Background: an optimization exercise with open tools, aiming at small area. Do not read the settings as production practice.
Only simulation tests tie the RTL to the original design; equivalence was not proved.

==> inputs of lagoon <==
// filter
module filter (
  input  wire               clk,
  input  wire               reset,
  input  wire signed [15:0] data_in,
  output wire signed [34:0] data_out
);
clock: 20.0 ns
lec_check: 0
abc_area: 1
cap_margin: 20
core_margin: 2
core_utilization: 65
slew_margin: 20
synth_hierarchical: 1
synth_minimum_keep_size: 0
standard.sh (not shown) runs the stock make flow with config.mk's settings and CLKGATE_MAP_FILE= SYNTH_SCRIPT=/design/flow/synth_recipe.tcl, a recipe that flattens the netlist after the stock synthesis.
==> flow/flow/run.sh <==
#!/bin/bash
# The standard layout (standard.sh, every step unchanged) with one
# setting of its own: the clock tree clusters its sinks in groups of at most
# 14 within 70 um, drives each cluster with a clkbuf_8, and adds no dummy
# balancing loads.
# The make output goes to standard.log; each step's log is under orfs/logs.
set -euo pipefail
export CTS_ARGS="-sink_clustering_enable -repair_clock_nets -dont_use_dummy_load -buf_list sky130_fd_sc_hd__clkbuf_8 -sink_clustering_size 14 -sink_clustering_max_diameter 70"
bash standard.sh > standard.log 2>&1
==> harbor: changes against lagoon <==
==> flow/flow/run.sh (replaced) <==
#!/bin/bash
# The standard layout (standard.sh, every step unchanged) with two
# settings of its own:
#  - the clock tree clusters its sinks in groups of at most 14 within 70 um,
#    drives each cluster with a clkbuf_8, and adds no dummy balancing loads;
#  - the port buffers are buf_2 cells.
# The make output goes to standard.log; each step's log is under orfs/logs.
set -euo pipefail
export CTS_ARGS="-sink_clustering_enable -repair_clock_nets -dont_use_dummy_load -buf_list sky130_fd_sc_hd__clkbuf_8 -sink_clustering_size 14 -sink_clustering_max_diameter 70"
export BUFFER_PORTS_ARGS="-buffer_cell sky130_fd_sc_hd__buf_2"
bash standard.sh > standard.log 2>&1
==> zinc: changes against lagoon <==
--- a/flow/design.v
+++ b/flow/design.v
@@ -5715,59 +5715,26 @@
   wire s5277;
   wire c5278;
   wire s5279;
   wire c5280;
   wire g5281;
   wire g5282;
-  wire g5283;
-  wire g5284;
-  wire g5285;
-  wire g5286;
-  wire g5287;
-  wire g5288;
-  wire g5289;
-  wire g5290;
-  wire g5291;
-  wire g5292;
-  wire g5293;
-  wire g5294;
-  wire g5295;
-  wire g5296;
-  wire g5297;
-  wire g5298;
-  wire g5299;
-  wire g5300;
-  wire g5301;
-  wire g5302;
-  wire g5303;
-  wire g5304;
-  wire g5305;
-  wire g5306;
-  wire g5307;
-  wire g5308;
-  wire g5309;
-  wire g5310;
-  wire g5311;
-  wire g5312;
-  wire g5313;
-  wire g5314;
-  wire g5315;
-  wire g5316;
-  wire g5317;
-  wire g5318;
-  wire g5319;
-  wire g5320;
-  wire g5321;
-  wire g5322;
-  wire g5323;
-  wire g5324;
-  wire g5325;
-  wire g5326;
-  wire g5327;
-  wire g5328;
-  wire g5329;
+  wire s5283;
+  wire c5284;
+  wire s5285;
+  wire c5286;
+  wire s5287;
+  wire c5288;
+  wire s5289;
+  wire c5290;
+  wire s5291;
+  wire c5292;
+  wire s5293;
+  wire c5294;
+  wire s5295;
+  wire c5296;
   ha us1 (.a(x48[0]), .b(x52[0]), .s(s1), .co(c2));
   fa us3 (.a(x48[1]), .b(x52[1]), .c(c2), .s(s3), .co(c4));
   fa us5 (.a(x48[2]), .b(x52[2]), .c(c4), .s(s5), .co(c6));
   fa us7 (.a(x48[3]), .b(x52[3]), .c(c6), .s(s7), .co(c8));
   fa us9 (.a(x48[4]), .b(x52[4]), .c(c8), .s(s9), .co(c10));
   fa us11 (.a(x48[5]), .b(x52[5]), .c(c10), .s(s11), .co(c12));
@@ -8464,56 +8431,17 @@
   fa us5273 (.a(c5262), .b(c5264), .c(c3270), .s(s5273), .co(c5274));
   fa us5275 (.a(c5266), .b(s5273), .c(c5268), .s(s5275), .co(c5276));
   fa us5277 (.a(s5275), .b(c5270), .c(g5272), .s(s5277), .co(c5278));
   fa us5279 (.a(c5274), .b(~c4528), .c(c5276), .s(s5279), .co(c5280));
   assign g5281 = ~(s5279 ^ c5278);
   assign g5282 = s5279 | c5278;
-  assign g5283 = r26_0 & ~r26_1;
-  assign g5284 = r26_0 ^ ~r26_1;
-  assign g5285 = r28_0 & ~r28_1;
-  assign g5286 = r28_0 ^ ~r28_1;
-  assign g5287 = ~r30_0 & r30_1;
-  assign g5288 = ~r30_0 ^ r30_1;
-  assign g5289 = r32_0 & r32_1;
-  assign g5290 = r32_0 ^ r32_1;
-  assign g5291 = r21_0 & r20_0;
-  assign g5292 = r23_0 & r22_0;
-  assign g5293 = r25_0 & r24_0;
-  assign g5294 = r27_0 & g5283;
-  assign g5295 = r27_0 & g5284;
-  assign g5296 = r29_0 & g5285;
-  assign g5297 = r29_0 & g5286;
-  assign g5298 = r31_0 & g5287;
-  assign g5299 = r31_0 & g5288;
-  assign g5300 = r22_0 & g5291;
-  assign g5301 = g5292 & g5291;
-  assign g5302 = g5284 & g5293;
-  assign g5303 = g5295 & g5293;
-  assign g5304 = g5287 | (g5288 & g5296);
-  assign g5305 = g5288 & g5297;
-  assign g5306 = g5298 | (g5299 & g5296);
-  assign g5307 = g5299 & g5297;
-  assign g5308 = r24_0 & g5301;
-  assign g5309 = g5293 & g5301;
-  assign g5310 = g5302 & g5301;
-  assign g5311 = g5303 & g5301;
-  assign g5312 = g5289 | (g5290 & g5306);
-  assign g5313 = g5290 & g5307;
-  assign g5314 = g5285 | (g5286 & g5294);
-  assign g5315 = g5286 & g5311;
-  assign g5316 = g5296 | (g5297 & g5294);
-  assign g5317 = g5297 & g5311;
-  assign g5318 = g5304 | (g5305 & g5294);
-  assign g5319 = g5305 & g5311;
-  assign g5320 = g5306 | (g5307 & g5294);
-  assign g5321 = g5307 & g5311;
-  assign g5322 = g5312 | (g5313 & g5294);
-  assign g5323 = g5313 & g5311;
-  assign g5324 = r27_0 ^ g5283;
-  assign g5325 = g5286 ^ g5294;
-  assign g5326 = r29_0 ^ g5314;
-  assign g5327 = g5288 ^ g5316;
-  assign g5328 = r31_0 ^ g5318;
-  assign g5329 = g5290 ^ g5320;
-  wire [32:0] y = {g5329, g5328, g5327, g5326, g5325, g5324, g5284, r25_0, r24_0, r23_0, r22_0, r21_0, r20_0, r19_0, r18_0, r17_0, r16_0, r15_0, r14_0, ~r13_0, r12_0, ~r11_0, r10_0, r9_0, ~r8_0, r7_0, r6_0, r5_0, r4_0, r3_0, r2_0, ~r1_0, ~r0_0};
+  assign s5283 = r26_0 ^ ~r26_1;
+  assign c5284 = r26_0 & ~r26_1;
+  ha us5285 (.a(r27_0), .b(c5284), .s(s5285), .co(c5286));
+  fa us5287 (.a(r28_0), .b(~r28_1), .c(c5286), .s(s5287), .co(c5288));
+  ha us5289 (.a(r29_0), .b(c5288), .s(s5289), .co(c5290));
+  fa us5291 (.a(r30_1), .b(~r30_0), .c(c5290), .s(s5291), .co(c5292));
+  ha us5293 (.a(r31_0), .b(c5292), .s(s5293), .co(c5294));
+  fa us5295 (.a(r32_1), .b(r32_0), .c(c5294), .s(s5295), .co(c5296));
+  wire [32:0] y = {s5295, s5293, s5291, s5289, s5287, s5285, s5283, r25_0, r24_0, r23_0, r22_0, r21_0, r20_0, r19_0, r18_0, r17_0, r16_0, r15_0, r14_0, ~r13_0, r12_0, ~r11_0, r10_0, r9_0, ~r8_0, r7_0, r6_0, r5_0, r4_0, r3_0, r2_0, ~r1_0, ~r0_0};
   assign data_out = {y[32], y[32], y};
 endmodule
==> flow/flow/run.sh (replaced) <==
#!/bin/bash
# The standard layout (standard.sh, every step unchanged) with two
# settings of its own:
#  - the clock tree clusters its sinks in groups of at most 14 within 70 um,
#    drives each cluster with a clkbuf_8, and adds no dummy balancing loads;
#  - the port buffers are buf_2 cells.
# The make output goes to standard.log; each step's log is under orfs/logs.
set -euo pipefail
export CTS_ARGS="-sink_clustering_enable -repair_clock_nets -dont_use_dummy_load -buf_list sky130_fd_sc_hd__clkbuf_8 -sink_clustering_size 14 -sink_clustering_max_diameter 70"
export BUFFER_PORTS_ARGS="-buffer_cell sky130_fd_sc_hd__buf_2"
bash standard.sh > standard.log 2>&1
==> run notes <==
FF-to-FF path depth=48; P&R area growth vs syn=4.18%; fin nets=9,529; final design utilization=68.1%; status=no timing/DRC/antenna violations; DP Area=97,000 sq um; Starting Density=65.4%; GRT Util Overall=50.4%
[end of results for lagoon]
==> run notes <==
DP Area=96,700 sq um; FF-to-FF path depth=47; GRT Util Overall=50.4%; fin nets=9,529; status=no timing/DRC/antenna violations
[end of results for harbor]
==> run notes <==
status=no timing/DRC/antenna violations; Starting Density=65.3%; P&R area growth vs syn=4.00%; final design utilization=68.0%; FF-to-FF path depth=48
[end of results for zinc]

========
==> v1: inputs <==
filter, a different RTL version from the one above (not shown whole).
==> flow/config.mk <==
export PLATFORM = sky130hd
export DESIGN_NAME = filter
export DESIGN_NICKNAME = filter
export VERILOG_FILES = /design/flow/design.v
export SDC_FILE = /design/flow/constraint.sdc
export NUM_CORES = 4
export LEC_CHECK = 0
export ABC_AREA = 1
export CAP_MARGIN = 20
export CORE_MARGIN = 2
export CORE_UTILIZATION = 50
export SLEW_MARGIN = 20
export SYNTH_HIERARCHICAL = 1
export SYNTH_MINIMUM_KEEP_SIZE = 0
==> flow/constraint.sdc <==
create_clock -name core_clock -period 20.0 [get_ports {clk}]
set_input_delay 4.0000 -clock core_clock [delete_from_list [all_inputs] [get_ports {clk}]]
set_output_delay 4.0000 -clock core_clock [all_outputs]
set_load 0.01 [all_outputs]
run.sh (not shown) runs the stock make flow with config.mk's settings and CLKGATE_MAP_FILE= SYNTH_SCRIPT=/design/flow/synth_recipe.tcl, a recipe that flattens the netlist after the stock synthesis.
Stock flow here: none of the scripts above is used.
==> v28 (differences from v1) <==
==> flow/flow/run.sh (new file) <==
#!/bin/bash
# The standard layout (standard.sh, every step unchanged) with one
# settings of its own:
#  - clock tree: sinks clustered in groups of at most 12 within 80 um, each
#    cluster driven by a clkbuf_8, and no dummy balancing loads;

# The make output goes to standard.log; each step's log is under orfs/logs.
set -euo pipefail
export CTS_ARGS="-sink_clustering_enable -repair_clock_nets -dont_use_dummy_load -buf_list sky130_fd_sc_hd__clkbuf_8 -sink_clustering_size 12 -sink_clustering_max_diameter 80"
bash standard.sh > standard.log 2>&1
==> flow/standard.sh (new file) <==
#!/bin/bash
# synth_recipe.tcl (not shown) runs the flow's synth.tcl, then flattens the netlist and writes it again
# the make line also repeats each setting of config.mk as NAME=value (left out here)
make -C /OpenROAD-flow-scripts/flow DESIGN_CONFIG=/design/flow/config.mk WORK_HOME=/design/flow/orfs CLKGATE_MAP_FILE= SYNTH_SCRIPT=/design/flow/synth_recipe.tcl "${@:-finish}"
--- a/flow/config.mk
+++ b/flow/config.mk
@@ -10,4 +10,5 @@
 export CORE_MARGIN = 2
 export CORE_UTILIZATION = 50
+export GPL_TIMING_DRIVEN = 0
 export SLEW_MARGIN = 20
 export SYNTH_HIERARCHICAL = 1
removed: flow/run.sh
==> out/qor.csv <==
stage,metric,value,unit
route,Metal-1 WL,157000,µm
route,vias per cell,5.62,
route,DR WL met2,197000,µm
status,status,"complete, no violations",
route,WL met3,29600,µm
final_layout,Signal buffers,294,
the above is filed under v28

==> out/qor.csv <==
stage,metric,value,unit
route,DR WL met2,193000,µm
route,Metal-1 WL,137000,µm
route,vias per cell,5.36,
route,WL met3,17100,µm
final_layout,Signal buffers,168,
status,status,"complete, no violations",
the above is filed under v1

==> separate check: timing with driven ports <==
The results above use ideal ports. As a check the final layouts listed here were re-extracted and re-timed, cells and wires unchanged.
Step 1 (the two cells are an assumption about what drives the block):
set clk [get_ports {clk}]
set_driving_cell -lib_cell sky130_fd_sc_hd__clkbuf_16 $clk
set_driving_cell -lib_cell sky130_fd_sc_hd__buf_2 [delete_from_list [all_inputs] $clk]
Step 2 moves the port delays by t, midway between the first and last clock arrival at a register: inputs arrive t later, outputs are due t later. That takes back most of the time a late clock gives input paths.
Three values: no drivers, after step 1, after step 2; two values: the first two.
| run | t, ns | setup slack, ns | latest minus earliest clock arrival (ns) | worst data-port slew with drivers (ns) |
|---|---|---|---|---|
| lagoon | 0.981 | 0.370 / 0.370 / 0.370 | 0.181 / 0.182 | 0.07 |
| harbor | 0.993 | 0.566 / 0.566 / 0.566 | 0.128 / 0.128 | 0.07 |
| zinc | 0.993 | 0.404 / 0.404 / 0.404 | 0.160 / 0.160 | 0.14 |
| v1 | 0.921 | 0.409 / 0.409 / 0.409 | 0.059 / 0.059 | 0.11 |
| v28 | 1.075 | 0.381 / 0.381 / 0.381 | 0.115 / 0.115 | 0.07 |
After both steps every run listed still meets setup and hold.
